Background: an optimization exercise with open tools, aiming at small area. Do not read the settings as production practice.
Where RTL was checked, it was by simulation tests only, not by an equivalence proof against the original.
No functional check of the RTL was part of runs 1 and 2.
Power figures rest on the tool's default switching activity, not on a simulated workload.

==> flow/design.v <==
`timescale 1ns / 1ps
module pattern_rom(
    input  [7:0] addr,
    output [2:0] code
    );
    reg [27:0] mem [0:255];
    initial $readmemh("pattern.hex", mem);
    wire [27:0] w = mem[addr];
    assign code = {w[7], w[3], w[0]};
endmodule
`timescale 1ns / 1ps
module masterCLK(
    input clk,
    input rst,
    output reg clock0, output reg clock1, output reg clock2, output reg clock3,
    output reg clock4, output reg clock5, output reg clock6,
    output scrollRise
    );
    reg clockScroll;
    reg [1:0] c3, c9;
    wire c3last = c3[1];
    wire c9last = c9[1];
    always @ (posedge clk)
        if (rst) begin
            c3 <= 2'b00;
            c9 <= 2'b00;
        end else begin
            c3 <= {c3[0], ~(c3[1] | c3[0])};
            if (c3last)
                c9 <= {c9[0], ~(c9[1] | c9[0])};
        end
    reg [10:0] c1409;
    wire c1409last = c1409[0] & ~c1409[1] & ~c1409[4] & c1409[5] & c1409[7] & ~c1409[8] & ~c1409[9] & c1409[10];
    always @ (posedge clk)
        if (rst || c1409last)
            c1409 <= 11'h18;
        else
            c1409 <= {c1409[9:0], ~(c1409[10] ^ c1409[8])};
    reg [10:0] c1201;
    wire c1201last = ~c1201[0] & c1201[1] & c1201[3] & c1201[4] & ~c1201[5] & ~c1201[6] & ~c1201[8] & ~c1201[10];
    always @ (posedge clk)
        if (rst || c1201last)
            c1201 <= 11'h0;
        else
            c1201 <= {c1201[9:0], ~(c1201[10] ^ c1201[8])};
    reg [9:0] c1001;
    wire c1001last = c1001[0] & c1001[1] & c1001[2] & c1001[4] & c1001[5] & ~c1001[6] & c1001[7] & c1001[8];
    always @ (posedge clk)
        if (rst || c1001last)
            c1001 <= 10'h1bb;
        else
            c1001 <= {c1001[8:0], ~(c1001[9] ^ c1001[6])};
    reg [8:0] c401;
    wire c401last = c401[0] & c401[1] & c401[2] & c401[4] & c401[5] & c401[6] & c401[8];
    always @ (posedge clk)
        if (rst || c401last)
            c401 <= 9'h6;
        else
            c401 <= {c401[7:0], ~(c401[8] ^ c401[4])};
    reg [6:0] c67;
    wire c67last = ~c67[1] & c67[2] & ~c67[4] & c67[5];
    always @ (posedge clk)
        if (rst || c67last)
            c67 <= 7'hc;
        else
            c67 <= {c67[5:0], ~(c67[6] ^ c67[5])};
    reg [6:0] c89;
    wire c89last = ~c89[2] & ~c89[3] & ~c89[4] & c89[5] & ~c89[6];
    always @ (posedge clk)
        if (rst || c89last)
            c89 <= 7'h0;
        else
            c89 <= {c89[5:0], ~(c89[6] ^ c89[5])};
    reg [7:0] c167;
    wire c167last = c167[2] & c167[4] & c167[5] & c167[6] & c167[7];
    always @ (posedge clk)
        if (rst || c167last)
            c167 <= 8'h49;
        else
            c167 <= {c167[6:0], ~(c167[7] ^ c167[5] ^ c167[4] ^ c167[3])};
    wire w0 = c1409last;
    wire w1 = c1201last;
    wire w2 = c1001last;
    wire w3 = c9last & c3last & c89last;
    wire w4 = c9last & c3last & c67last;
    wire w5 = c401last;
    wire w6 = c3last & c67last;
    wire ws = c3last & c167last;
    always @ (posedge clk)
        if (rst) begin
            clock0 <= 1'b0; clock1 <= 1'b0; clock2 <= 1'b0; clock3 <= 1'b0;
            clock4 <= 1'b0; clock5 <= 1'b0; clock6 <= 1'b0; clockScroll <= 1'b0;
        end else begin
            clock0 <= clock0 ^ w0;
            clock1 <= clock1 ^ w1;
            clock2 <= clock2 ^ w2;
            clock3 <= clock3 ^ w3;
            clock4 <= clock4 ^ w4;
            clock5 <= clock5 ^ w5;
            clock6 <= clock6 ^ w6;
            clockScroll <= clockScroll ^ ws;
        end
    assign scrollRise = ws & ~clockScroll;
endmodule
`timescale 1ns / 1ps
module levels(
    input clk,
    input [7:0] sw,
    input clock0, input clock1, input clock2, input clock3,
    input clock4, input clock5, input clock6,
    output reg validStart,
    output lvlRise           
    );
    reg clkOut;
    reg clkNext;
    reg valid;
    always @ (*)
        case (sw)
            8'b00000001: begin clkNext = clock0; valid = 1'b1; end
            8'b00000011: begin clkNext = clock1; valid = 1'b1; end
            8'b00000111: begin clkNext = clock2; valid = 1'b1; end
            8'b00001111: begin clkNext = clock3; valid = 1'b1; end
            8'b00011111: begin clkNext = clock4; valid = 1'b1; end
            8'b00111111: begin clkNext = clock5; valid = 1'b1; end
            8'b01111111: begin clkNext = clock6; valid = 1'b1; end
            default:     begin clkNext = clock0; valid = 1'b0; end
        endcase
    assign lvlRise = clkNext & ~clkOut;
    always @ (posedge clk) begin
        clkOut <= clkNext;
        validStart <= valid;
    end
endmodule
`timescale 1ns / 1ps
module mainMenu(
    input clk,
    input rst,
    input btnM,
    input btnR,
    input btnL,
    input validStart,
    input newGameFlag,
    input gameOver,
    output reg [1:0] state
    );
    always @ (posedge clk)
        if (rst || newGameFlag)
            state <= 2'b00;
        else
            case (state)
                2'b00: if (btnM && validStart && !gameOver) state <= 2'b01;
                       else if (btnR) state <= 2'b10;
                2'b01: ;
                2'b10: if (btnL) state <= 2'b00;
                default: state <= 2'b00;
            endcase
endmodule
`timescale 1ns / 1ps
module gameplay(
    input clk,
    input rst,
    input lvlEn,
    input fastEn,         
    input scrollEn,
    input [1:0] state,
    input [1:0] random,
    input btnR,
    input btnM,
    input btnL,
    input btnU,
    input btnD,
    input hint,
    output [3:0] an,
    output reg [6:0] out,   
    output reg newGameFlag,
    output reg gameOverOut
    );
    localparam [2:0] C_UP = 3'b111, C_DOWN = 3'b110, C_LEFT = 3'b001,
                     C_RITE = 3'b100, C_MID = 3'b011, C_ZERO = 3'b000;
    localparam [2:0] M_BLANK = 3'b000, M_LOSE = 3'b010, M_GOOD = 3'b101;
    reg [5:0] index;
    reg [7:0] sel;
    reg [7:0] snap;
    reg       snapV;
    reg gameOver;
    reg display, on, newRd, timeUp, prevHint, scoreSet, allCorrect;
    reg [5:0] loop, max, score, oldhs;
    reg [8:0] timer;
    reg [2:0] quickPause;
    reg [2:0] newhsTextSel;
    always @ (posedge clk)
        if (rst)
            snapV <= 1'b0;
        else if (lvlEn) begin
            snapV <= 1'b1;
            snap <= sel;
        end
    reg [7:0] offs;
    always @ (*)
        case (random)
            2'b00: offs = 8'd0;
            2'b01: offs = 8'd50;
            2'b10: offs = 8'd100;
            2'b11: offs = 8'd150;
        endcase
    wire [2:0] romCode;
    pattern_rom rom (.addr(snap + offs), .code(romCode));
    wire [2:0] newCode = snapV ? romCode : C_ZERO;
    wire store = fastEn && !gameOver && state == 2'b01 && index < 6'd50;
    always @ (posedge clk)
        if (rst) begin
            index <= 6'd0;
            sel <= 8'd0;
        end else if (fastEn) begin
            if (gameOver)
                index <= 6'd0;
            else if (state == 2'b01 && index < 6'd50) begin
                sel <= sel + 8'd1;
                index <= index + 6'd1;
            end
        end
    reg [152:0] ring;
    reg [5:0] u;
    always @ (posedge clk) begin
        ring <= {ring[149:0], store ? newCode : ring[152:150]};
        if (store && index == 6'd0)
            u <= 6'd0;
        else
            u <= (u >= 6'd19) ? u - 6'd19 : u + 6'd32;
    end
    reg [5:0] numRight;
    wire [5:0] rdp = on ? loop : numRight;
    wire [6:0] rdiff = {1'b0, u} - {1'b0, rdp};
    wire [5:0] rj = rdiff[6] ? rdiff[5:0] + 6'd51 : rdiff[5:0];
    wire [2:0] slot8 [0:50];
    genvar gk;
    generate
        for (gk = 0; gk < 51; gk = gk + 1) begin : g_slot
            assign slot8[gk] = ring[3 * ((8 * gk) % 51) +: 3];
        end
    endgenerate
    wire [2:0] rd = slot8[rj];
    always @ (posedge clk)
        if (rst) begin
            scoreSet <= 1'b0; gameOver <= 1'b0; max <= 6'd9; score <= 6'd0;
            timer <= 9'd3; quickPause <= 3'b111; newRd <= 1'b0; display <= 1'b1;
            on <= 1'b0; loop <= 6'd0; prevHint <= 1'b0; timeUp <= 1'b0;
        end else if (lvlEn) begin
            if (gameOver && score > 0 && !scoreSet)
                scoreSet <= 1'b1;
            else if ((gameOver && score < oldhs && newhsTextSel >= 3'b011) ||
                     (gameOver && score >= oldhs && newGameFlag)) begin
                gameOver <= 1'b0;
                max <= 6'd1;
                score <= 6'd0;
                scoreSet <= 1'b0;
            end
            if (state == 2'b01 && index >= 6'd50 && !gameOver) begin
                if (newRd) begin
                    timer <= 9'd3;
                    quickPause <= 3'b111;
                    newRd <= 1'b0;
                end else if (display) begin
                    if (!on)
                        on <= 1'b1;
                    else begin
                        if (loop < max - 1)
                            loop <= loop + 6'd1;
                        else begin
                            loop <= 6'd0;
                            max <= max + 6'd1;
                            display <= 1'b0;
                        end
                        on <= 1'b0;
                    end
                    timer <= timer + 9'd3;
                end else begin
                    if (hint && !prevHint) begin
                        newRd <= 1'b1;
                        display <= 1'b1;
                        max <= max - 6'd1;
                        prevHint <= 1'b1;
                    end
                    if (allCorrect) begin
                        quickPause <= quickPause - 3'd1;
                        if (quickPause == 3'd0) begin
                            newRd <= 1'b1;
                            display <= 1'b1;
                        end
                    end else if (timer != 9'd0)
                        timer <= timer - 9'd1;
                    else begin
                        timeUp <= 1'b1;
                        quickPause <= quickPause - 3'd1;
                        if (quickPause == 3'd0) begin
                            newRd <= 1'b1;
                            prevHint <= 1'b0;
                            display <= 1'b1;
                            gameOver <= 1'b1;
                            score <= max - 6'd2;
                        end
                    end
                end
            end
        end
    reg press, correct;
    reg [2:0] msg;
    wire oneBtn = ({btnR, btnM, btnL, btnU, btnD} == 5'b10000) ||
                  ({btnR, btnM, btnL, btnU, btnD} == 5'b01000) ||
                  ({btnR, btnM, btnL, btnU, btnD} == 5'b00100) ||
                  ({btnR, btnM, btnL, btnU, btnD} == 5'b00010) ||
                  ({btnR, btnM, btnL, btnU, btnD} == 5'b00001);
    wire [2:0] btnCode = btnR ? C_RITE : btnM ? C_MID : btnL ? C_LEFT :
                         btnU ? C_UP : C_DOWN;
    wire noBtn = ~(btnR | btnM | btnL | btnU | btnD);
    always @ (posedge clk)
        if (rst) begin
            numRight <= 6'd0; press <= 1'b0; correct <= 1'b0;
            allCorrect <= 1'b0; msg <= M_BLANK;
        end else if (fastEn) begin
            if (newRd || gameOver) begin
                numRight <= 6'd0; press <= 1'b0; correct <= 1'b0;
                allCorrect <= 1'b0; msg <= M_BLANK;
            end else if (state == 2'b01 && !display) begin
                if (timeUp)
                    msg <= M_LOSE;
                else if (numRight == max - 1) begin
                    msg <= M_GOOD;
                    allCorrect <= 1'b1;
                end else if (oneBtn && rd == btnCode) begin
                    press <= 1'b1;
                    correct <= 1'b1;
                    msg <= btnCode;
                end else if (noBtn) begin
                    press <= 1'b0;
                    msg <= M_BLANK;
                end else begin
                    press <= 1'b1;
                    msg <= M_LOSE;
                end
                if (!press && correct) begin
                    numRight <= numRight + 6'd1;
                    correct <= 1'b0;
                end
            end
        end
    reg [4:0] inner;
    always @ (posedge clk)
        if (rst)
            inner <= 5'd0;
        else if (scrollEn && state == 2'b00)
            inner <= inner + 5'd1;
    reg btnDPrev, btnUPrev, btnRPrev, btnMPrev, btnLPrev;
    reg [4:0] letterSel;
    reg [1:0] trackInitial;
    reg [4:0] name0, name1, name2;    
    wire nameEdit = gameOver && score >= oldhs && newhsTextSel >= 3'b101;
    wire dEv = btnD && !btnDPrev && letterSel != 5'd25;
    wire uEv = btnU && !btnUPrev && letterSel != 5'd0;
    wire mEv = btnM && !btnMPrev;
    wire rEv = btnR && !btnRPrev && trackInitial != 2'd2;
    wire lEv = btnL && !btnLPrev && trackInitial != 2'd0;
    wire ls0 = letterSel == 5'd0;
    reg [4:0] newLetter;
    always @ (*)
        newLetter = dEv ? letterSel + 5'd1 : letterSel - 5'd1;
    always @ (posedge clk)
        if (rst) begin
            newGameFlag <= 1'b0;
            btnDPrev <= 1'b0; btnUPrev <= 1'b0; btnRPrev <= 1'b0;
            btnMPrev <= 1'b0; btnLPrev <= 1'b0;
            letterSel <= 5'd0; trackInitial <= 2'd0;
            name0 <= 5'd0; name1 <= 5'd0; name2 <= 5'd0;
        end else if (fastEn) begin
            if (nameEdit) begin
                if (trackInitial != 2'd3 && letterSel <= 5'd25) begin
                    if (dEv || uEv) begin
                        letterSel <= newLetter;
                        case (trackInitial)
                            2'd0: name0 <= newLetter;
                            2'd1: name1 <= newLetter;
                            default: name2 <= newLetter;
                        endcase
                        if (dEv) btnDPrev <= 1'b1;
                        else btnUPrev <= 1'b1;
                    end else if (ls0 && rEv) begin
                        trackInitial <= trackInitial + 2'd1;
                        letterSel <= 5'd0;
                        btnRPrev <= 1'b1;
                    end else if (ls0 && trackInitial == 2'd2 && lEv) begin
                        trackInitial <= trackInitial - 2'd1;
                        letterSel <= 5'd0;
                        btnLPrev <= 1'b1;
                    end else if (mEv) begin
                        btnMPrev <= 1'b1;
                        newGameFlag <= 1'b1;
                    end else if (lEv) begin
                        trackInitial <= trackInitial - 2'd1;
                        letterSel <= 5'd0;
                        btnLPrev <= 1'b1;
                    end else if (!ls0 && rEv) begin
                        trackInitial <= trackInitial + 2'd1;
                        letterSel <= 5'd0;
                        btnRPrev <= 1'b1;
                    end
                    if (!btnR) btnRPrev <= 1'b0;
                    if (!btnM) begin newGameFlag <= 1'b0; btnMPrev <= 1'b0; end
                    if (!btnD) btnDPrev <= 1'b0;
                    if (!btnU) btnUPrev <= 1'b0;
                    if (!btnL) btnLPrev <= 1'b0;
                end
            end else if (gameOver && score < oldhs) begin
                if (newhsTextSel == 3'b011)
                    newGameFlag <= 1'b1;
            end else if (!gameOver && !btnM) begin
                newGameFlag <= 1'b0;
                btnMPrev <= 1'b0;
                letterSel <= 5'd0;
                trackInitial <= 2'd0;
                name0 <= 5'd0; name1 <= 5'd0; name2 <= 5'd0;
            end
        end
    localparam [5:0] kA = 6'd0, kC = 6'd2, kD = 6'd3, kE = 6'd4, kF = 6'd5,
        kG = 6'd6, kH = 6'd7, kI = 6'd8, kL = 6'd11, kM = 6'd12, kN = 6'd13,
        kO = 6'd14, kP = 6'd15, kR = 6'd17, kS = 6'd18, kT = 6'd19, kU = 6'd20,
        kW = 6'd22, kY = 6'd24,
        kSP = 6'd32, k1 = 6'd33, k2 = 6'd34, k3 = 6'd35, k4 = 6'd36,
        k6 = 6'd38, k7 = 6'd39, k8 = 6'd40, k9 = 6'd41;
    localparam [447:0] GLYPHS = {
        7'b1111111,  
        7'b1111111,  
        7'b1111111,  
        7'b1111111,  
        7'b1111111,  
        7'b1111111,  
        7'b1111111,  
        7'b1111111,  
        7'b1111111,  
        7'b1111111,  
        7'b1111111,  
        7'b1111111,  
        7'b1111111,  
        7'b1111111,  
        7'b1111111,  
        7'b1111111,  
        7'b1111111,  
        7'b1111111,  
        7'b1111111,  
        7'b1111111,  
        7'b1111111,  
        7'b1111111,  
        7'b0011000,  
        7'b0000000,  
        7'b1111000,  
        7'b0000010,  
        7'b1111111,  
        7'b0011001,  
        7'b0110000,  
        7'b0100100,  
        7'b1111001,  
        7'b1111111,  
        7'b1111111,  
        7'b1111111,  
        7'b1111111,  
        7'b1111111,  
        7'b1111111,  
        7'b1111111,  
        7'b0110100,  
        7'b0010001,  
        7'b0001001,  
        7'b1010101,  
        7'b1010001,  
        7'b1000001,  
        7'b0000111,  
        7'b0010010,  
        7'b1001100,  
        7'b0011000,  
        7'b0001100,  
        7'b1000000,  
        7'b1001000,  
        7'b1101010,  
        7'b1000111,  
        7'b0001010,  
        7'b1100001,  
        7'b1001111,  
        7'b0001001,  
        7'b1000010,  
        7'b0001110,  
        7'b0000110,  
        7'b0100001,  
        7'b1000110,  
        7'b0000011,  
        7'b0100000   
    };
    function [5:0] welcome;
        input [4:0] i;
        case (i)
            5'd0:  welcome = kW;
            5'd1:  welcome = kE;
            5'd2:  welcome = kL;
            5'd3:  welcome = kC;
            5'd4:  welcome = kO;
            5'd5:  welcome = kM;
            5'd6:  welcome = kE;
            5'd8:  welcome = kT;
            5'd9:  welcome = kO;
            5'd11: welcome = kS;
            5'd12: welcome = kI;
            5'd13: welcome = kM;
            5'd14: welcome = kO;
            5'd15: welcome = kN;
            5'd17: welcome = kS;
            5'd18: welcome = kA;
            5'd19: welcome = kY;
            5'd20: welcome = kS;
            default: welcome = kSP;
        endcase
    endfunction
    function [5:0] digit;
        input [3:0] d;
        case (d)
            4'd0: digit = kO;
            4'd1: digit = k1;
            4'd2: digit = k2;
            4'd3: digit = k3;
            4'd4: digit = k4;
            4'd5: digit = kS;
            4'd6: digit = k6;
            4'd7: digit = k7;
            4'd8: digit = k8;
            4'd9: digit = k9;
            default: digit = 6'bxxxxxx;
        endcase
    endfunction
    function [5:0] wordChar;
        input isMsg;
        input [2:0] c;
        input [1:0] p;
        case ({isMsg, c})
            {1'b0, C_UP}, {1'b1, C_UP}:     wordChar = p == 2'd3 ? kU : p == 2'd2 ? kP : kSP;
            {1'b0, C_DOWN}, {1'b1, C_DOWN}: wordChar = p == 2'd3 ? kO : p == 2'd2 ? kO : p == 2'd1 ? kW : kN;
            {1'b0, C_LEFT}, {1'b1, C_LEFT}: wordChar = p == 2'd3 ? kL : p == 2'd2 ? kE : p == 2'd1 ? kF : kT;
            {1'b0, C_RITE}, {1'b1, C_RITE}: wordChar = p == 2'd3 ? kR : p == 2'd2 ? k1 : p == 2'd1 ? kT : kE;
            {1'b0, C_MID}, {1'b1, C_MID}:   wordChar = p == 2'd3 ? kM : p == 2'd2 ? k1 : p == 2'd1 ? kO : kSP;
            {1'b0, C_ZERO}:                 wordChar = k8;
            {1'b1, M_BLANK}:                wordChar = kSP;
            {1'b1, M_LOSE}:                 wordChar = p == 2'd3 ? kL : p == 2'd2 ? kO : p == 2'd1 ? kS : kE;
            {1'b1, M_GOOD}:                 wordChar = p == 2'd3 ? kG : p == 2'd2 ? kO : p == 2'd1 ? kO : kD;
            default:                        wordChar = 6'bxxxxxx;
        endcase
    endfunction
    reg [1:0] cnt;
    reg blank;                     
    reg [5:0] outChar;
    reg [6:0] hsCount;             
    reg [4:0] newhsCount;
    reg hsSet;                     
    assign an = blank ? 4'b1111 : ~(4'b0001 << (cnt - 2'd1));
    always @ (*) out = GLYPHS[7 * outChar +: 7];
    wire [5:0] num = (state == 2'b10) ? (hsSet ? oldhs : 6'd0)
                                      : (scoreSet ? score : 6'd0);
    reg [1:0] tensVal;
    reg [3:0] onesVal;
    always @ (*) begin
        if (num >= 6'd30) begin tensVal = 2'd2; onesVal = 4'd0; end
        else if (num >= 6'd20) begin tensVal = 2'd2; onesVal = num - 6'd20; end
        else if (num >= 6'd10) begin tensVal = 2'd1; onesVal = num - 6'd10; end
        else begin tensVal = 2'd0; onesVal = num[3:0]; end
    end
    function [5:0] fixedChar;
        input [2:0] s;
        input [1:0] c;
        case ({s, c})
            {3'd0, 2'd0}: fixedChar = kH; {3'd0, 2'd1}: fixedChar = kG;
            {3'd0, 2'd2}: fixedChar = kI; {3'd0, 2'd3}: fixedChar = kH;
            {3'd1, 2'd0}: fixedChar = kR; {3'd1, 2'd1}: fixedChar = kO;
            {3'd1, 2'd2}: fixedChar = kC; {3'd1, 2'd3}: fixedChar = kS;
            {3'd2, 2'd0}: fixedChar = kSP;
            {3'd4, 2'd0}: fixedChar = kSP; {3'd4, 2'd1}: fixedChar = kW;
            {3'd4, 2'd2}: fixedChar = kE; {3'd4, 2'd3}: fixedChar = kN;
            {3'd5, 2'd0}: fixedChar = kR; {3'd5, 2'd1}: fixedChar = kT;
            {3'd5, 2'd2}: fixedChar = kN; {3'd5, 2'd3}: fixedChar = kE;
            {3'd6, 2'd0}: fixedChar = kE; {3'd6, 2'd1}: fixedChar = kM;
            {3'd6, 2'd2}: fixedChar = kA; {3'd6, 2'd3}: fixedChar = kN;
            {3'd7, 2'd0}: fixedChar = kR; {3'd7, 2'd1}: fixedChar = kU;
            {3'd7, 2'd2}: fixedChar = kO; {3'd7, 2'd3}: fixedChar = kY;
            default: fixedChar = 6'bxxxxxx;
        endcase
    endfunction
    reg [2:0] scr;
    reg useScr, upd;
    reg [5:0] val;
    wire highScore = score >= oldhs;
    wire [4:0] nameSel = cnt == 2'd1 ? name2 : cnt == 2'd2 ? name1 : name0;
    wire [3:0] digSel = cnt == 2'd0 ? onesVal : cnt == 2'd1 ? {2'd0, tensVal} : 4'd0;
    always @ (*) begin
        scr = 3'd0; useScr = 1'b0; upd = 1'b0;
        val = kSP;
        if (state == 2'b00) begin
            upd = 1'b1;
            val = welcome(inner - 5'd1 - {3'd0, cnt});
        end else if (state == 2'b10) begin
            upd = 1'b1; useScr = 1'b1;
            scr = {1'b0, hsCount[6:5]};
        end else if (gameOver) begin
            useScr = 1'b1;
            if (highScore) begin
                upd = newhsTextSel != 3'd7;
                case (newhsTextSel)
                    3'd0: scr = 3'd4;
                    3'd1: scr = 3'd0;
                    3'd2: scr = 3'd1;
                    3'd3: scr = 3'd3;
                    3'd4: scr = 3'd5;
                    3'd5: scr = 3'd6;
                    default: scr = 3'd2;
                endcase
            end else begin
                upd = newhsTextSel < 3'd3;
                case (newhsTextSel)
                    3'd0: scr = 3'd7;
                    3'd1: scr = 3'd1;
                    default: scr = 3'd3;
                endcase
            end
        end else if (!on && display) begin
            upd = 1'b0;
        end else begin
            upd = 1'b1;
            val = wordChar(!on, on ? rd : msg, cnt);
        end
        if (useScr)
            val = (scr == 3'd2 && cnt != 2'd0) ? {1'b0, nameSel} :
                  (scr == 3'd3) ? digit(digSel) : fixedChar(scr, cnt);
    end
    always @ (posedge clk)
        if (rst) begin
            gameOverOut <= 1'b0; outChar <= kSP; blank <= 1'b1; cnt <= 2'd0;
            newhsTextSel <= 3'd0; newhsCount <= 5'd0; hsCount <= 7'd0;
            oldhs <= 6'd0; hsSet <= 1'b0;
        end else if (fastEn) begin
            gameOverOut <= gameOver;
            if (state == 2'b00) begin
                newhsTextSel <= 3'd0;
                newhsCount <= 5'd0;
                hsCount <= 7'd0;
            end else if (state == 2'b10)
                hsCount <= hsCount + 7'd1;
            else if (gameOver) begin
                if (highScore) begin
                    oldhs <= score;
                    hsSet <= scoreSet;
                end
                if (newhsCount != 5'b11111)
                    newhsCount <= newhsCount + 5'd1;
                else if (newhsTextSel < 3'b110) begin
                    newhsCount <= 5'd0;
                    newhsTextSel <= newhsTextSel + 3'd1;
                end
            end else if (!on && display) begin
                outChar <= kSP;
                blank <= 1'b1;
            end
            if (upd) begin
                outChar <= val;
                blank <= 1'b0;
                cnt <= cnt + 2'd1;
            end
        end
endmodule
`timescale 1ns / 1ps
module master(
    input clk,
    input rst,
    input btnM, input btnL, input btnR, input btnU, input btnD,
    input [7:0] sw,
    output [7:0] led,
    output [6:0] out,
    output [3:0] an
    );
    reg [2:0] clk_dv;
    reg       clk_en;
    reg [2:0] step_dR, step_dM, step_dL, step_dU, step_dD;
    reg [1:0] random;
    always @ (posedge clk)
        if (rst) begin
            clk_dv <= 3'd0;
            clk_en <= 1'b0;
        end else begin
            clk_dv <= clk_dv + 3'd1;
            clk_en <= (clk_dv == 3'd7);
        end
    always @ (posedge clk)
        if (rst) begin
            step_dR <= 0; step_dM <= 0; step_dL <= 0; step_dU <= 0; step_dD <= 0;
        end else if (clk_en) begin
            step_dR <= {btnR, step_dR[2:1]};
            step_dM <= {btnM, step_dM[2:1]};
            step_dL <= {btnL, step_dL[2:1]};
            step_dU <= {btnU, step_dU[2:1]};
            step_dD <= {btnD, step_dD[2:1]};
        end
    wire fastEn = (clk_dv == 3'd3);
    wire rOut = fastEn & ~step_dR[0] & step_dR[1];
    wire mOut = fastEn & ~step_dM[0] & step_dM[1];
    wire lOut = fastEn & ~step_dL[0] & step_dL[1];
    wire uOut = fastEn & ~step_dU[0] & step_dU[1];
    wire dOut = fastEn & ~step_dD[0] & step_dD[1];
    always @ (posedge clk)
        if (rst)
            random <= 2'b00;
        else if (btnR || btnL || btnM || btnU || btnD)
            random <= random + 2'd1;
    assign led = sw;
    wire clock0, clock1, clock2, clock3, clock4, clock5, clock6;
    wire scrollRise, lvlRise, validStart;
    wire [1:0] state;
    wire gameOver, newGameFlag;
    masterCLK myCLK (
        .clk(clk), .rst(rst),
        .clock0(clock0), .clock1(clock1), .clock2(clock2), .clock3(clock3),
        .clock4(clock4), .clock5(clock5), .clock6(clock6),
        .scrollRise(scrollRise)
    );
    levels theLevels (
        .clk(clk), .sw(sw),
        .clock0(clock0), .clock1(clock1), .clock2(clock2), .clock3(clock3),
        .clock4(clock4), .clock5(clock5), .clock6(clock6),
        .validStart(validStart), .lvlRise(lvlRise)
    );
    mainMenu mm (
        .clk(clk), .rst(rst),
        .btnM(mOut), .btnR(rOut), .btnL(lOut),
        .validStart(validStart),
        .newGameFlag(newGameFlag), .gameOver(gameOver),
        .state(state)
    );
    gameplay gp (
        .clk(clk), .rst(rst),
        .lvlEn(lvlRise), .fastEn(fastEn), .scrollEn(scrollRise),
        .state(state), .random(random),
        .btnR(rOut), .btnM(mOut), .btnL(lOut), .btnU(uOut), .btnD(dOut),
        .hint(sw[7]),
        .an(an), .out(out),
        .newGameFlag(newGameFlag), .gameOverOut(gameOver)
    );
endmodule
==> flow/pattern.hex <==
8e18707
8233fff
8102ac8
8102ac8
d5e607f
8e18707
8233fff
8102ac8
8102ac8
8233fff
d5e607f
d5e607f
8e18707
8e18707
8e18707
8102ac8
8e18707
8233fff
d5e607f
8e18707
8102ac8
8233fff
8233fff
8e18707
d5e607f
8102ac8
8233fff
8102ac8
99e4386
d5e607f
8e18707
99e4386
8e18707
8e18707
d5e607f
8102ac8
8233fff
8233fff
8233fff
99e4386
8e18707
8e18707
8102ac8
99e4386
d5e607f
d5e607f
8102ac8
99e4386
8233fff
8e18707
99e4386
8102ac8
8102ac8
8233fff
8102ac8
d5e607f
8233fff
99e4386
d5e607f
8102ac8
8e18707
99e4386
8233fff
8233fff
99e4386
8102ac8
8e18707
8102ac8
8102ac8
8102ac8
8102ac8
99e4386
d5e607f
8102ac8
d5e607f
8233fff
8102ac8
99e4386
d5e607f
8233fff
d5e607f
8233fff
8233fff
99e4386
8e18707
d5e607f
d5e607f
8233fff
99e4386
8102ac8
8102ac8
8102ac8
d5e607f
8e18707
8e18707
99e4386
99e4386
8e18707
8102ac8
8233fff
99e4386
8e18707
99e4386
8102ac8
8e18707
8102ac8
8e18707
8e18707
8233fff
8233fff
8233fff
99e4386
d5e607f
d5e607f
d5e607f
8102ac8
8e18707
8233fff
8102ac8
8e18707
d5e607f
8e18707
8233fff
8102ac8
d5e607f
8102ac8
8102ac8
d5e607f
99e4386
8e18707
8e18707
d5e607f
8e18707
8e18707
8e18707
99e4386
d5e607f
8e18707
99e4386
99e4386
d5e607f
99e4386
8102ac8
8e18707
99e4386
d5e607f
d5e607f
8233fff
d5e607f
99e4386
8e18707
8102ac8
d5e607f
8233fff
8233fff
8102ac8
8233fff
d5e607f
d5e607f
99e4386
8102ac8
99e4386
8102ac8
d5e607f
8102ac8
8233fff
d5e607f
8233fff
99e4386
8233fff
99e4386
8233fff
8102ac8
8102ac8
8233fff
d5e607f
d5e607f
8233fff
8102ac8
8e18707
d5e607f
8e18707
8e18707
8233fff
8e18707
d5e607f
99e4386
d5e607f
8102ac8
d5e607f
8233fff
8102ac8
d5e607f
d5e607f
d5e607f
8233fff
8e18707
99e4386
8233fff
8e18707
0000000
0000000
0000000
0000000
0000000
0000000
0000000
0000000
0000000
0000000
0000000
0000000
0000000
0000000
0000000
0000000
0000000
0000000
0000000
0000000
0000000
0000000
0000000
0000000
0000000
0000000
0000000
0000000
0000000
0000000
0000000
0000000
0000000
0000000
0000000
0000000
0000000
0000000
0000000
0000000
0000000
0000000
0000000
0000000
0000000
0000000
0000000
0000000
0000000
0000000
0000000
0000000
0000000
0000000
0000000
0000000
==> flow/flow/run.sh <==
#!/bin/bash
# Own layout flow: the standard synthesis, then the combinational logic
# of its netlist is mapped again by ABC for area (flip-flops, their names and
# cell types are kept as the standard synthesis made them), then the standard flow's
# standard layout from floorplan to finish on that netlist.
set -euo pipefail
W=$PWD
R=$W/orfs/results/${FLOW_PLATFORM:-sky130hd}/master/base
L=$W/orfs/logs/${FLOW_PLATFORM:-sky130hd}/master/base
YOSYS=$(command -v yosys || echo /OpenROAD-flow-scripts/tools/install/yosys/bin/yosys)

bash standard.sh synth > $W/standard_synth.log 2>&1

# the don't-use cells that ORFS gave ABC
grep -o -- '-dont_use [A-Za-z0-9_]*' $L/1_2_yosys.log | sort -u | tr '\n' ' ' > $W/dont_use.txt || true

cp $R/1_2_yosys.v $W/1_2_yosys_standard.v
REABC_IN=$W/1_2_yosys_standard.v REABC_OUT=$R/1_2_yosys.v \
REABC_LIB=$FLOW_HOME/platforms/sky130hd/lib/sky130_fd_sc_hd__tt_025C_1v80.lib \
REABC_DONTUSE=$W/dont_use.txt REABC_SCRIPT=$W/flow/area.abc \
  $YOSYS -c $W/flow/reabc.tcl > $W/reabc.log 2>&1

# lay out the new netlist
rm -f $R/1_synth.odb $R/1_synth.sdc
touch $R/1_2_yosys.v
bash standard.sh finish > $W/standard_finish.log 2>&1
==> flow/flow/area.abc <==
strash
&get -n
&dch -f
&nf -R 1000
&put
==> flow/flow/reabc.tcl <==
# Map the combinational logic of the standard synthesis netlist again with
# ABC, for area. Flip-flop cells are black boxes here, so they keep their
# instance names and cell types; nothing merges or removes them.
set lib $::env(REABC_LIB)
yosys read_liberty -ignore_miss_func $lib
yosys setattr -mod -set blackbox 1 sky130_fd_sc_hd__df* sky130_fd_sc_hd__edf* sky130_fd_sc_hd__sdf* sky130_fd_sc_hd__sedf* sky130_fd_sc_hd__dl*
yosys read_verilog $::env(REABC_IN)
yosys hierarchy -top master
yosys tee -o $::env(REABC_OUT).before.stat stat -liberty $lib
yosys flatten
yosys hierarchy -top master
yosys opt_clean -purge
yosys abc -script $::env(REABC_SCRIPT) -liberty $lib {*}[exec cat $::env(REABC_DONTUSE)]
yosys opt_clean -purge
# cell definitions again (black boxes), for the tie cells, buffers and check
yosys read_liberty -lib -overwrite $lib
yosys hilomap -singleton -hicell sky130_fd_sc_hd__conb_1 HI -locell sky130_fd_sc_hd__conb_1 LO
yosys insbuf -buf sky130_fd_sc_hd__buf_4 A X
yosys splitnets
yosys opt_clean -purge
yosys tee -o $::env(REABC_OUT).after.stat stat -liberty $lib
yosys check -assert
yosys write_verilog -noattr -nohex -nodec $::env(REABC_OUT)
==> flow/standard.sh <==
#!/bin/bash
# synth_recipe.tcl (not shown) runs the flow's synth.tcl, then flattens the netlist and writes it again
# the make line also repeats each setting of config.mk as NAME=value (left out here)
make -C /OpenROAD-flow-scripts/flow DESIGN_CONFIG=/design/flow/config.mk WORK_HOME=/design/flow/orfs CLKGATE_MAP_FILE= SYNTH_SCRIPT=/design/flow/synth_recipe.tcl "${@:-finish}"
==> flow/config.mk <==
export PLATFORM = sky130hd
export DESIGN_NAME = master
export DESIGN_NICKNAME = master
export VERILOG_FILES = /design/flow/design.v
export SDC_FILE = /design/flow/constraint.sdc
export NUM_CORES = 4
export LEC_CHECK = 0
export ABC_AREA = 1
export CAP_MARGIN = 20
export CORE_MARGIN = 2
export CORE_UTILIZATION = 70
export CTS_BUF_LIST = sky130_fd_sc_hd__clkbuf_8
export SLEW_MARGIN = 20
export SYNTH_MEMORY_MAX_BITS = 16384
==> flow/constraint.sdc <==
create_clock -name core_clock -period 10.0 [get_ports {clk}]
set_input_delay 2.0000 -clock core_clock [delete_from_list [all_inputs] [get_ports {clk}]]
set_output_delay 2.0000 -clock core_clock [all_outputs]
set_load 0.01 [all_outputs]
==> results of run 1 <==
-- per-stage QoR --
stage          area, um^2  worst slack [ps]  hold WS [ps]  cells  total power (W)
3_3_place_gp        17610              3569         334.5   2309         0.002503
6_report            18950              3124         345.4   2419         0.004010
5_1_grt             18950              2574         353.8   2419         0.004118
3_5_place_dp        17610              3381         337.1   2309         0.002516
4_1_cts             18940              3345         350.9   2419         0.003943
2_1_floorplan       16890              4474         323.1   1958         0.002241
-- layout make-up --
cell class / instances / area [um^2] / share of cell area (%)
inverter: 26 / 97.59 / 0.5150
sequential: 396 / 8008 / 42.26
timing repair buffer: 40 / 380.4 / 2.007
tap: 319 / 399.1 / 2.106
clock inverter: 38 / 334.1 / 1.763
clock buffer: 72 / 991.0 / 5.229
multi-input combinational: 1528 / 8741 / 46.12
-- path summary, 6_finish.rpt --
path,start,end,slack [ps],cells after the start
worst max-delay path,gp.on,gp.outChar[1],3120,24
worst max register to register,gp.on,gp.outChar[1],3120,24
worst min-delay path,gp.ring[78],gp.ring[81],350,0
worst min register to register,gp.ring[78],gp.ring[81],350,0
-- routing by layer --
metal,part of all wire [%],vias up,track usage (%)
met5,0,-,0
met4,5.4,0,19.21
met3,11,282,6.694
met2,46,1262,63.34
met1,38,7592,49.76
li1,-,7377,-
-- flip-flops by register name, indices dropped and copies added (netlist names), 6 cells and up --
name / flops
myCLK.c89: 7
myCLK.c1001: 10
gp.outChar: 6
myCLK.c1409: 11
gp.ring: 153
gp.score: 6
gp.sel: 8
gp.loop: 6
myCLK.c401: 9
gp.numRight: 6
gp.hsCount: 7
gp.index: 6
gp.max: 6
gp.u: 6
myCLK.c1201: 11
myCLK.c67: 7
gp.oldhs: 6
myCLK.c167: 8
gp.snap: 8
gp.timer: 9
-- worst max-delay path, stage by stage, from the launching register on --
cell and delay (ps):
dfxtp_1 800, mux2i_1 410, nor2_1 60, o21ai_0 370, nand3_1 140, a31oi_1 300
a31o_1 350, o21ai_0 170, and2_0 240, nand2_1 450, nor3_1 260, nor4_1 350
o211ai_1 130, nor2_1 150, o2111ai_1 120, nor2_1 280, mux2_1 400, nand2b_1 210
nor2b_1 230, and2_0 170, or3_1 460, o21ai_0 290, o21ai_0 160, nand4_1 130
a21oi_1 70
-- placed cells by master, fill, tap and decap left out, types with 27 or more instances in the layout --
master / n
dfxtp_1: 388
nor2_1: 264
nand2_1: 194
a21oi_1: 138
o21ai_0: 131
nor3_1: 85
nand3_1: 73
clkbuf_8: 72
xnor2_1: 48
and2_0: 45
xor2_1: 42
nor2b_1: 40
a31oi_1: 38
mux2i_1: 37
or2_0: 35
clkdlybuf4s50_1: 32
clkinv_1: 31
a211oi_1: 28
nand2b_1: 27
and3_1: 27
-- power by group --
part	switching, W	total [W]	internal [W]
clock	0.000659	0.00147	0.000811
sequential	0.0000428	0.00166	0.00162
combinational	0.000648	0.000877	0.000229
==> metrics.md, run 1 <==
| Metric | Value |
|---|---|
| Pin count of the biggest net entering global routing | 84 |
| Avg Inst Size Synth | 8.627 um^2 |
| GR Overflow Total | 0 |
| Die height | around 160 um |
| Slew headroom | 19.78% |
| Worst-Margin Slew | about 1200 ps |
| Final Critical Period | slightly below 7000 ps |
| Clock latency (worst-skew pair) | 630 ps |
| CTS tree | yes |
| Status | timing/DRC/antenna clean |
| Final WL | 51.61 mm |
| Clock Tree Buf Depth | 3 |
| Tot GR Track Use | 38.70% |
| H-tree depth | 2 |
| Antenna violations before repair | 0 |
| PwrDens | about 210 nW/um^2 |
| Final core utilization | about 80% |
| ANT nets after route | 0 |
| Gp weighted congestion | ~0.96 |
| Setup bufs post-CTS | 0 |
| Max_cap viols | 0 |
| Die area | roughly 25,000 um^2 |
| Syn Inst Count | about 2,000 |
| Critical path required time | between 10,000 and 15,000 ps |
| Hold Fails Final Rpt | 0 |
| Row count | 56 |
| Port buffer count | 33 |
| Fin Setup TNS | 0 ps |
| Routed wire per std cell | 21.33 um |
| CTS resizes | 0 |
| Nets@finish | 2,066 |
| RSZ-0062 raised after global routing | false |
| Cts hold-fix bufs | 0 |
| Iteration-0 DRC count of the detailed router | around 3,000 |
| Final setup fails | 0 |
| Worst Path Class, Setup | reg2reg |
| Starting density of the core | between 70% and 80% |
| Vias in the first global route | between 15,000 and 20,000 |
| Synth warn | 6 |
| Total CTS buffers | between 50 and 60 |
| Routed via count | 16,513 |
| F_max | approximately 150 MHz |
| Core area | approximately 24,000 um^2 |
| Clk root buf | clkbuf_8 |
| LEAKAGE | approximately 7.0 nW |
| Post-DP HPWL | between 30 and 40 mm |
| Maximum vdd drop | about 0.17 mV |
| Via density | ~7 |
| Drt drc | 0 |
| Crit path DAT | 7340 ps |
| Crit share post-route | between 60 and 70% |
| I/O pin cnt | 34 |
| CTS sink count | 396 |
| Clock Pin Slew Worst Setup and Hold Paths | around 70 ps |
| Die width | approximately 160 um |
| Syn nets | slightly below 2,000 |
| Share of cells above drive strength 1 | between 4 and 5% |
| Fillers | 1,425 |
| CP Max Fanout | 20 |
| Layout Skew | roughly 46 ps |
| Area Overhead vs Synth | 12.19% |
| Hold crit path type | reg2reg |
| CP Capture Type | flip-flop |
| Ant. Diodes | 0 |
| CP startpoint kind | flip-flop |
| First-pass DRT Iterations | 10 |
| Cell Area, Synth | about 17,000 um^2 |
| Slew Limit Fails | 0 |
| First-pass GRT wire length | about 81 mm |
==> inputs of run 2 (changes only) <==
--- a/flow/config.mk
+++ b/flow/config.mk
@@ -9,6 +9,6 @@
 export CAP_MARGIN = 20
 export CORE_MARGIN = 2
 export CORE_UTILIZATION = 70
-export CTS_BUF_LIST = sky130_fd_sc_hd__clkbuf_8
+export CTS_BUF_LIST = sky130_fd_sc_hd__clkbuf_4
 export SLEW_MARGIN = 20
 export SYNTH_MEMORY_MAX_BITS = 16384
==> run 2 against run 1 <==
Against the previous run:
- sequential power is essentially flat
- clock power shrank about 10%
- power shrank 3.7%
- clock skew grew 34 ps
- critical path type unchanged
- critical endpoint is now gp.outChar[2]
- largest power group unchanged
==> metrics.md, run 2 <==
| Metric | Value |
|---|---|
| Port buffer count | 33 (unchanged) |
| Worst Setup EP | gp.outChar[2] (was gp.outChar[1]) |
| RSZ-0062 raised after global routing | false (unchanged) |
| # placed instances | 2,309 (unchanged) |
| CP startpoint kind | flip-flop (unchanged) |
| Maximum vdd drop | 0.1781 mV (was 0.1748 mV) |
| Status | timing/DRC/antenna clean (unchanged) |
| Die area | 25,390 um^2 (unchanged) |
| Final WL | 52.46 mm (was 51.61 mm) |
| Drt drc | 0 (unchanged) |
| Iteration-0 DRC count of the detailed router | 2,931 (was 2,953) |
| Gp weighted congestion | 0.9633 (unchanged) |
| Via density | 6.807 (was 6.826) |
| Clock Pin Slew Worst Setup and Hold Paths | 70 ps (about the same) |
| First-pass DRT Iterations | 9 (was 10) |
| Flop2flop setup slack | 3070 ps (was 3120 ps) |
| Biggest regs | gp.ring: 153 flops, myCLK.c1201: 11 flops, myCLK.c1409: 11 flops (unchanged) |
| Worst Setup SP | gp.on (unchanged) |
| Crit path DAT | 7570 ps (was 7340 ps) |
| First-pass GRT wire length | 82.88 mm (was 80.70 mm) |
| Setup bufs post-CTS | 0 (unchanged) |
| Cts hold-fix bufs | 0 (unchanged) |
| Crit share post-route | 69.35% (was 68.76%) |
| CP Capture Type | flip-flop (unchanged) |
| Syn Inst Count | 1,958 (unchanged) |
| Clock latency (worst-skew pair) | 760 ps (was 630 ps) |
| Cell Area, Synth | 16,890 um^2 (unchanged) |
| Worst Path Class, Setup | reg2reg (unchanged) |
| Layout Skew | 79.32 ps (was 45.74 ps) |
| Hold Fails Final Rpt | 0 (unchanged) |
| Final setup fails | 0 (unchanged) |
| Die width | 159.3 um (unchanged) |
| Area Overhead vs Synth | 11.24% (was 12.19%) |
| Nets@finish | 2,100 (was 2,066) |
| Starting density of the core | 71.53% (unchanged) |
| Pin count of the biggest net entering global routing | 84 (unchanged) |
| Most common cell after layout, fill and taps aside | dfxtp_1 (unchanged) |
| Avg Inst Size Synth | 8.627 um^2 (unchanged) |
| CTS resizes | 0 (unchanged) |
| Share of cells above drive strength 1 | 7.123% (was 4.810%) |
| Tot GR Track Use | 39.84% (was 38.70%) |
| ANT nets after route | 0 (unchanged) |
| Reg-to-Reg Start | gp.on (unchanged) |
| Register-to-Register Path Depth | 24 (unchanged) |
| H-tree depth | 3 (was 2) |
| Worst-Margin Slew | 1214 ps (was 1196 ps) |
| Finished Layout Cells | 2,468 (was 2,419) |
| Fin Setup TNS | 0 ps (unchanged) |
| Synth warn | 6 (unchanged) |
| Hold crit path type | reg2reg (unchanged) |
| Die height | 159.3 um (unchanged) |
| Final Critical Period | 6935 ps (was 6876 ps) |
| PwrDens | 205.5 nW/um^2 (was 211.6 nW/um^2) |
| Antenna violations before repair | 1 (was 0) |
| Clk root buf | clkbuf_4 (was clkbuf_8) |
| Row count | 56 (unchanged) |
| LEAKAGE | 6.915 nW (was 6.952 nW) |
| Core area | 23,610 um^2 (unchanged) |
| CP Max Fanout | 20 (unchanged) |
| Total CTS buffers | 93 (was 59) |
| Critical path required time | 10,640 ps (was 10,460 ps) |
| Slew Limit Fails | 0 (unchanged) |
| I/O pin cnt | 34 (unchanged) |
| Slew headroom | 18.75% (was 19.78%) |
| F_max | 144.2 MHz (was 145.4 MHz) |
| CTS tree | yes (unchanged) |
| Routed via count | 16,800 (was 16,513) |
| Top reg by flops | gp.ring (unchanged) |
| Reg-to-reg endpoint | gp.outChar[2] (was gp.outChar[1]) |
| Max_cap viols | 0 (unchanged) |
| CTS sink count | 396 (unchanged) |
| Most frequent cells in the layout | 388 x dfxtp_1, 264 x nor2_1, 194 x nand2_1 (unchanged) |
| Fillers | 1,480 (was 1,425) |
| Clock Tree Buf Depth | 3 (unchanged) |
| GR Overflow Total | 0 (unchanged) |
| Post-DP HPWL | 33.17 mm (unchanged) |
| Vias in the first global route | 16,108 (was 15,525) |
| Max reg flops | 153 (unchanged) |
| Syn nets | 1,973 (unchanged) |
| Routed wire per std cell | 21.26 um (was 21.33 um) |
==> run 2: cell count changes in the layout (fill, tap and decap cells not counted), sizes merged <==
| cell | delta |
|---|---|
| clkinvlp | -2 |
| inv | -12 |
| bufinv | -4 |
| clkbuf | +56 |
| diode | +1 |
| clkinv | +10 |
==> run 2: report_power, final <==
group / switching [W] / internal [W] / leakage [nW]
sequential: 0.0000425 / 0.00162 / 3.21
clock: 0.000668 / 0.000650 / 0.693
combinational: 0.000652 / 0.000229 / 3.01
total: 0.00136 / 0.00250 / 6.91
==> run 2: worst min-delay path by stage <==
stage	cells past startpoint	from	end	slack, ps
after detailed placement	0	gp.ring[130]	gp.ring[133]	340
after floorplan	0	gp.ring[100]	gp.ring[103]	320
final	0	gp.ring[103]	gp.ring[106]	320
after global placement	0	gp.ring[135]	gp.ring[138]	330
after CTS	0	gp.ring[117]	gp.ring[120]	320
after global routing	0	gp.ring[13]	gp.ring[16]	330
==> run 2: final cells by class <==
class | count | area [um^2] | area share [%]
antenna | 1 | 2.502 | 0.01332
clock buffer | 128 | 960.9 | 5.114
clock inverter | 30 | 201.4 | 1.072
inverter | 26 | 97.59 | 0.5194
multi-input combinational | 1528 | 8741 | 46.52
sequential | 396 | 8008 | 42.62
tap | 319 | 399.1 | 2.124
timing repair buffer | 40 | 380.4 | 2.024
==> run 2: critical path, cell delays in order, from the launching register on <==
cell and delay, ps:
dfxtp_1 790, mux2i_1 410, nor2_1 60, o21ai_0 370, nand3_1 140, a31oi_1 280
a31o_1 350, nor2_1 80, mux2_1 340, or2_0 330, nor2_1 780, nor2_1 150
nand3_1 160, nor3_1 60, o22ai_1 200, nor2_1 130, mux2_1 370, nand2b_1 210
nor2b_1 230, nor3_1 530, a221oi_1 200, a41o_1 270, a211oi_1 230, a21oi_1 60
nor2_1 110
==> run 2: through the flow <==
stage	utilization (%)	worst slack, ps	area (um^2)	total power [W]	hold WS, ps
after detailed placement	74.58	3381	17610	0.002516	337.1
after floorplan	-	4474	16890	0.002241	323.1
after global placement	74.58	3569	17610	0.002503	334.5
final	79.58	3065	18790	0.003861	317.4
after global routing	79.58	2561	18790	0.003985	327.0
after CTS	79.50	3321	18770	0.003801	324.0
==> run 2: metal layers <==
layer	global-route usage, %	part of all wire [%]	vias to the layer above
met1	50.18	38	7718
met4	20.17	5.5	0
met5	0	0	-
met3	9.143	10	314
li1	-	-	7483
met2	64.55	46	1285
==> inputs of run 3 (changes only) <==
--- a/flow/design.v
+++ b/flow/design.v
@@ -184,7 +184,9 @@
     reg       snapV;
     reg gameOver;
     reg display, on, newRd, timeUp, prevHint, scoreSet, allCorrect;
-    reg [5:0] loop, max, score, oldhs;
+    reg [5:0] loop, max, oldhs;
+    reg scoreAdj;
+    wire [5:0] score = gameOver ? max - 6'd2 + {5'd0, scoreAdj} : 6'd0;
     reg [8:0] timer;
     reg [2:0] quickPause;
     reg [2:0] newhsTextSel;
@@ -242,7 +244,7 @@
     wire [2:0] rd = slot8[rj];
     always @ (posedge clk)
         if (rst) begin
-            scoreSet <= 1'b0; gameOver <= 1'b0; max <= 6'd9; score <= 6'd0;
+            scoreSet <= 1'b0; gameOver <= 1'b0; max <= 6'd9; scoreAdj <= 1'b0;
             timer <= 9'd3; quickPause <= 3'b111; newRd <= 1'b0; display <= 1'b1;
             on <= 1'b0; loop <= 6'd0; prevHint <= 1'b0; timeUp <= 1'b0;
         end else if (lvlEn) begin
@@ -252,7 +254,6 @@
                      (gameOver && score >= oldhs && newGameFlag)) begin
                 gameOver <= 1'b0;
                 max <= 6'd1;
-                score <= 6'd0;
                 scoreSet <= 1'b0;
             end
             if (state == 2'b01 && index >= 6'd50 && !gameOver) begin
@@ -297,7 +298,7 @@
                             prevHint <= 1'b0;
                             display <= 1'b1;
                             gameOver <= 1'b1;
-                            score <= max - 6'd2;
+                            scoreAdj <= hint && !prevHint;
                         end
                     end
                 end
--- a/flow/config.mk
+++ b/flow/config.mk
@@ -9,6 +9,8 @@
 export CAP_MARGIN = 20
 export CORE_MARGIN = 2
 export CORE_UTILIZATION = 70
-export CTS_BUF_LIST = sky130_fd_sc_hd__clkbuf_4
+export CTS_BUF_LIST = sky130_fd_sc_hd__clkbuf_8
+export CTS_CLUSTER_DIAMETER = 60
+export CTS_CLUSTER_SIZE = 16
 export SLEW_MARGIN = 20
 export SYNTH_MEMORY_MAX_BITS = 16384
==> run 3 against run 2 <==
Against the previous run:
- power fell by 16%
- first-iteration DRC count decreased by 47%
- still clean
- worst hold slack better by 25 ps
- non-clock buffer count rose by 8
- register-to-register slack worse by 320 ps
- largest cell class unchanged
- critical endpoint is now gp.outChar[3]
==> metrics.md, run 3 <==
| Metric | Value |
|---|---|
| LEAKAGE | 6.498 nW (was 6.915 nW) |
| Clock Tree Buf Depth | 3 (unchanged) |
| RSZ-0062 raised after global routing | false (unchanged) |
| Register-to-Register Path Depth | 25 (was 24) |
| Flop2flop setup slack | 2740 ps (was 3070 ps) |
| Hold Path Depth | 0 (unchanged) |
| Pin count of the biggest net entering global routing | 93 (was 84) |
| Share of cells above drive strength 1 | 2.783% (was 7.123%) |
| CTS sink count | 391 (was 396) |
| Final Critical Period | 7259 ps (was 6935 ps) |
| Fin Setup TNS | 0 ps (unchanged) |
| Crit share post-route | 72.59% (was 69.35%) |
| Top reg by flops | gp.ring (unchanged) |
| Register area | 7908 um^2 (was 8008 um^2) |
| Hold path endpoint | gp.ring[88] (was gp.ring[106]) |
| Area Overhead vs Synth | 7.921% (was 11.24%) |
| Slew headroom | 30.51% (was 18.75%) |
| Worst-Margin Slew | 1041 ps (was 1214 ps) |
| Clk root buf | clkbuf_8 (was clkbuf_4) |
| CP startpoint kind | flip-flop (unchanged) |
| Most common cell after layout, fill and taps aside | dfxtp_1 (unchanged) |
| Cell Area, Synth | 16,730 um^2 (was 16,890 um^2) |
| Final WL | 44.00 mm (was 52.46 mm) |
| Clock latency (worst-skew pair) | 620 ps (was 760 ps) |
| H-tree depth | 1 (was 3) |
| Hold crit path type | reg2reg (unchanged) |
| GR Overflow Total | 0 (unchanged) |
| Die area | 25,150 um^2 (was 25,390 um^2) |
| Vias in the first global route | 14,216 (was 16,108) |
| Hold path start | gp.ring[85] (was gp.ring[103]) |
| Port buffer count | 33 (unchanged) |
| Routed via count | 15,349 (was 16,800) |
| Crit path DAT | 7730 ps (was 7570 ps) |
| First-pass DRT Iterations | 6 (was 9) |
| PwrDens | 178.6 nW/um^2 (was 205.5 nW/um^2) |
| Synth warn | 6 (unchanged) |
| Max_cap viols | 0 (unchanged) |
| Reg-to-Reg Start | gp.on (unchanged) |
| ANT nets after route | 0 (unchanged) |
| Layout Skew | 19.95 ps (was 79.32 ps) |
| Max stage delay cell, worst path | dfxtp_1 (unchanged) |
| Iteration-0 DRC count of the detailed router | 1,541 (was 2,931) |
| Total CTS buffers | 31 (was 93) |
| Routed wire per std cell | 18.87 um (was 21.26 um) |
| Clock Pin Slew Worst Setup and Hold Paths | 100 ps (was 70 ps) |
| CP Buf/Inv Count | 3 (was 0) |
| Setup bufs post-CTS | 0 (unchanged) |
| Pre-CTS WS | 3011 ps (was 3381 ps) |
| Cell family with most CP delay | simple AND/OR/NAND/NOR gates (unchanged) |
| F_max | 137.8 MHz (was 144.2 MHz) |
| Status | timing/DRC/antenna clean (unchanged) |
| Hold Fails Final Rpt | 0 (unchanged) |
| CTS tree | yes (unchanged) |
| Most frequent cells in the layout | 383 x dfxtp_1, 241 x nor2_1, 171 x nand2_1 (was 388 x dfxtp_1, 264 x nor2_1, 194 x nand2_1) |
| Fillers | 1,688 (was 1,480) |
| Syn nets | 1,945 (was 1,973) |
| Antenna violations before repair | 0 (was 1) |
| Die height | 158.6 um (was 159.3 um) |
| Nets@finish | 2,018 (was 2,100) |
| Maximum vdd drop | 0.1513 mV (was 0.1781 mV) |
| CP max stage delay | 790 ps (about the same) |
| CP Capture Type | flip-flop (unchanged) |
| Area of the multi-input gates | 8708 um^2 (was 8741 um^2) |
| Row count | 56 (unchanged) |
| Avg Inst Size Synth | 8.668 um^2 (was 8.627 um^2) |
| I/O pin cnt | 34 (unchanged) |
| Starting density of the core | 71.27% (was 71.53%) |
| Critical path required time | 10,480 ps (was 10,640 ps) |
| Post-DP HPWL | 31.05 mm (was 33.17 mm) |
| Gp weighted congestion | 0.9854 (was 0.9633) |
| Tot GR Track Use | 34.93% (was 39.84%) |
| First-pass GRT wire length | 71.17 mm (was 82.88 mm) |
| Setup ws final | 2741 ps (was 3065 ps) |
| Final setup fails | 0 (unchanged) |
| Die width | 158.6 um (was 159.3 um) |
| Drt drc | 0 (unchanged) |
| Via density | 6.585 (was 6.807) |
| Ant. Diodes | 0 (was 1) |
| Most used cell, CP | nand3_1 (was nor2_1) |
| CP Max Fanout | 26 (was 20) |
| Slew Limit Fails | 0 (unchanged) |
| Cts hold-fix bufs | 0 (unchanged) |
| Max reg flops | 153 (unchanged) |
| Core area | 23,470 um^2 (was 23,610 um^2) |
| Biggest regs | gp.ring: 153 flops, myCLK.c1201: 11 flops, myCLK.c1409: 11 flops (unchanged) |
| CTS resizes | 0 (unchanged) |
| Reg-to-reg endpoint | gp.outChar[3] (was gp.outChar[2]) |
| Syn Inst Count | 1,930 (was 1,958) |
| Worst Path Class, Setup | reg2reg (unchanged) |
-- run 3: how the worst max path moves through the flow --
| stage | from | endpoint | slack [ps] | cells after the start |
|---|---|---|---|---|
| 4_1_cts | gp.on | gp.outChar[3] | 2950 | 25 |
| 5_1_grt | gp.on | gp.outChar[0] | 2090 | 25 |
| 3_5_place_dp | gp.on | gp.outChar[3] | 3010 | 25 |
| 2_1_floorplan | gp.on | gp.outChar[3] | 3700 | 24 |
| 3_3_place_gp | gp.on | gp.outChar[3] | 3380 | 25 |
| 6_report | gp.on | gp.outChar[3] | 2740 | 25 |
-- run 3: cell type report --
type                            instances  share of cell area [%]
Clock inverter                         11                  0.6584
Inverter                               14                  0.2911
Timing Repair Buffer                   48                   2.440
Multi-Input combinational cell       1517                   48.24
Clock buffer                           31                   2.363
Sequential cell                       391                   43.80
Tap cell                              319                   2.211
-- run 3: metal layers --
metal  vias up  track usage (%)  share of wire [%]
met3       163            4.518                7.7
met1      7136            46.25                 42
met2       767            57.49                 46
met4         0            15.32                4.4
met5         -                0                  0
li1       7283                -                  -
-- run 3: report_power, final --
part	total, W	leakage, nW	internal (W)	switching, W
clock	0.000840	0.275	0.000320	0.000520
combinational	0.000743	3.04	0.000194	0.000549
sequential	0.00164	3.18	0.00160	0.0000422
-- run 3: metrics by stage --
stage	hold slack (ps)	utilization, %	power (W)	instance area, um^2	cells
4_1_cts	353.1	76.91	0.003189	18050	2331
3_5_place_dp	336.3	74.59	0.002380	17510	2289
5_1_grt	352.8	76.91	0.003338	18050	2331
6_report	342.2	76.91	0.003225	18050	2331
2_1_floorplan	323.1	-	0.002147	16730	1930
3_3_place_gp	333.4	74.59	0.002366	17510	2289
==> inputs of run 4 (changes only) <==
==> flow/flow/area.abc (replaced) <==
strash
&get -n
&deepsyn -J 50 -T 240
&put
&get -n
&deepsyn -J 50 -T 240
&put
&get -n
&dch -f
&nf -R 1000
&put
==> run 4 against run 3 <==
Against the previous run:
- clock power fell by 2%
- routed wire length is 14% lower
- combinational power shrank 15%
- synthesized cell count decreased by 9.6%
- critical path depth up 5
- non-clock buffer count fell by 11
- clock skew is 24 ps higher
- flip-flop and latch count did not move
- power shrank 4.4%
- via count is 13% lower
==> metrics.md, run 4 <==
| Metric | Value |
|---|---|
| Status | timing/DRC/antenna clean (unchanged) |
| Final core utilization | 76.99% (was 76.91%) |
| RSZ-0062 raised after global routing | false (unchanged) |
| Routed wire per std cell | 18.10 um (was 18.87 um) |
| Most common cell after layout, fill and taps aside | dfxtp_1 (unchanged) |
| Max_cap viols | 0 (unchanged) |
| Hold Fails Final Rpt | 0 (unchanged) |
| ANT nets after route | 0 (unchanged) |
| First-pass GRT wire length | 61.71 mm (was 71.17 mm) |
| CTS tree | yes (unchanged) |
| Setup ws final | 1983 ps (was 2741 ps) |
| Synth warn | 6 (unchanged) |
| Worst Setup SP | gp.on (unchanged) |
| Hold crit path type | reg2reg (unchanged) |
| Area Overhead vs Synth | 7.579% (was 7.921%) |
| Clock Tree Buf Depth | 3 (unchanged) |
| F_max | 124.7 MHz (was 137.8 MHz) |
| Layout Skew | 43.70 ps (was 19.95 ps) |
| Row count | 54 (was 56) |
| Die height | 153.6 um (was 158.6 um) |
| CP startpoint kind | flip-flop (unchanged) |
| Met2 Resource Use GR | 50.20% (was 57.49%) |
| First-pass DRT Iterations | 20 (was 6) |
| Crit share post-route | 80.18% (was 72.59%) |
| Total CTS buffers | 31 (unchanged) |
| GR Overflow Total | 0 (unchanged) |
| Max stage delay cell, worst path | nor2_1 (was dfxtp_1) |
| Reg-to-Reg Start | gp.on (unchanged) |
| Most frequent cells in the layout | 383 x dfxtp_1, 217 x nor2_1, 174 x nand2_1 (was 383 x dfxtp_1, 241 x nor2_1, 171 x nand2_1) |
| Slew Limit Fails | 0 (unchanged) |
| Tot GR Track Use | 31.25% (was 34.93%) |
| Via density | 6.397 (was 6.585) |
| LEAKAGE | 6.207 nW (was 6.498 nW) |
| CP Capture Type | flip-flop (unchanged) |
| Clock Pin Slew Worst Setup and Hold Paths | 90 ps (was 100 ps) |
| I/O pin cnt | 34 (unchanged) |
| Pre-CTS WS | 2245 ps (was 3011 ps) |
| CP max stage delay | 800 ps (was 790 ps) |
| Syn Inst Count | 1,745 (was 1,930) |
| Antenna violations before repair | 0 (unchanged) |
| Biggest regs | gp.ring: 153 flops, myCLK.c1201: 11 flops, myCLK.c1409: 11 flops (unchanged) |
| CTS resizes | 0 (unchanged) |
| Drt drc | 0 (unchanged) |
| Iteration-0 DRC count of the detailed router | 1,700 (was 1,541) |
| H-tree depth | 1 (unchanged) |
| Met1 Usage GRT | 44.08% (was 46.25%) |
| Ant. Diodes | 0 (unchanged) |
| Final WL | 37.91 mm (was 44.00 mm) |
| Final Critical Period | 8018 ps (was 7259 ps) |
| Top reg by flops | gp.ring (unchanged) |
| CP Max Fanout | 16 (was 26) |
| Clk root buf | clkbuf_8 (unchanged) |
| Register-to-Register Path Depth | 30 (was 25) |
| Gp weighted congestion | 0.9742 (was 0.9854) |
| Syn nets | 1,760 (was 1,945) |
| Fin Setup TNS | 0 ps (unchanged) |
| Most used cell, CP | a21oi_1 (was nand3_1) |
| Worst Setup EP | gp.outChar[4] (was gp.outChar[3]) |
| GRT busiest layer | met2 (unchanged) |
| Final setup fails | 0 (unchanged) |
| Maximum vdd drop | 0.1617 mV (was 0.1513 mV) |
| CTS sink count | 391 (unchanged) |
| Starting density of the core | 71.57% (was 71.27%) |
| Vias in the first global route | 12,580 (was 14,216) |
| Max reg flops | 153 (unchanged) |
| Cts hold-fix bufs | 0 (unchanged) |
| Setup bufs post-CTS | 0 (unchanged) |
| Cell Area, Synth | 15,670 um^2 (was 16,730 um^2) |
| Min Hold Slack | 326.8 ps (was 342.2 ps) |
| Pin count of the biggest net entering global routing | 79 (was 93) |
| Fillers | 1,543 (was 1,688) |
| Routed via count | 13,395 (was 15,349) |
| GR Util met3 | 5.073% (was 4.518%) |
| Die area | 23,590 um^2 (was 25,150 um^2) |
| Worst-Margin Slew | 1069 ps (was 1041 ps) |
| Worst Path Class, Setup | reg2reg (unchanged) |
| Die width | 153.6 um (was 158.6 um) |
| PwrDens | 182.9 nW/um^2 (was 178.6 nW/um^2) |
| Reg-to-reg endpoint | gp.outChar[4] (was gp.outChar[3]) |
| Pwr Total | 0.003083 W (was 0.003225 W) |
| Port buffer count | 33 (unchanged) |
| Slew headroom | 27.98% (was 30.51%) |
| Post-DP HPWL | 27.46 mm (was 31.05 mm) |
| Crit path DAT | 8510 ps (was 7730 ps) |
| Nets@finish | 1,822 (was 2,018) |
| Core area | 21,890 um^2 (was 23,470 um^2) |
| Share of cells above drive strength 1 | 2.426% (was 2.783%) |
| Avg Inst Size Synth | 8.979 um^2 (was 8.668 um^2) |
| Clock latency (worst-skew pair) | 620 ps (about the same) |
| Flop2flop setup slack | 1980 ps (was 2740 ps) |
| Critical path required time | 10,490 ps (was 10,480 ps) |
## run 4: worst min-delay path by stage
stage	depth (start not counted)	endpoint	start	slack (ps)
after floorplan	0	gp.ring[137]	gp.ring[134]	330
after global placement	0	gp.ring[110]	gp.ring[107]	330
after detailed placement	0	gp.ring[14]	gp.ring[11]	340
after CTS	0	gp.ring[128]	gp.ring[125]	330
after global routing	0	gp.ring[20]	gp.ring[17]	360
final	0	gp.ring[128]	gp.ring[125]	330
## run 4: layout make-up
type	count	area, um^2	share of cell area [%]
Timing Repair Buffer	37	357.8	2.123
Multi-Input combinational cell	1319	7599	45.08
Tap cell	280	350.3	2.079
Sequential cell	391	7908	46.92
Clock inverter	8	98.84	0.5864
Clock buffer	32	440.4	2.613
Inverter	27	101.3	0.6013
## run 4: power by group
part	total, W	switching, W	internal [W]
combinational	0.000631	0.000413	0.000217
clock	0.000825	0.000498	0.000327
sequential	0.00163	0.0000337	0.00159
## run 4: critical path, delay by kind of cell, from the launching register on
kind                       cells  cell delay [ps]
adders and majority gates      2              800
DFF                            1              760
muxes                          2              540
AOI/OAI and AO/OA             14             3040
and+or+nand+nor               12             2740
## run 4: metrics by stage
step,instances,cell area (um^2)
final,2094,16850
after global routing,2094,16850
after CTS,2094,16850
after detailed placement,2054,16320
after global placement,2054,16320
after floorplan,1745,15670
## run 4: layer usage
metal  share of wire (%)  vias up
met2                  45      626
met1                  45     6201
met3                 8.3       98
li1                    -     6470
met4                 2.4        0
met5                   0        -

## static timing again, ports no longer ideal
The flow's constraints put no driver on any port. The routed layouts listed below were extracted and timed again, unchanged, in two steps. Step 1: set_driving_cell puts a clkbuf_16 on clk and a buf_2 on each other input, an assumption about the parent block. Step 2 adds t to the input delays and takes it off the output delays; t is the mean of the earliest and latest rising clock arrival at the registers after step 1. Input paths then give back, and output paths get back, about the clock's delay inside the block. Slacks: ideal / step 1 / step 2; pairs: ideal / step 1.
| run | t (ns) | setup WS [ns] | worst setup path after step 2 | worst register clock-pin slew, ns | pins driven straight from the clock port |
|---|---|---|---|---|---|
| run 1 | 0.657 | 3.124 / 3.124 / 3.124 | register to register | 0.07 / 0.07 | 1 |
| run 2 | 0.769 | 3.065 / 3.065 / 3.065 | register to register | 0.08 / 0.08 | 1 |
| run 3 | 0.661 | 2.741 / 2.741 / 2.741 | register to register | 0.11 / 0.11 | 1 |
| run 4 | 0.644 | 1.983 / 1.983 / 1.983 | register to register | 0.10 / 0.10 | 1 |
After both steps setup and hold are still met in every run listed.
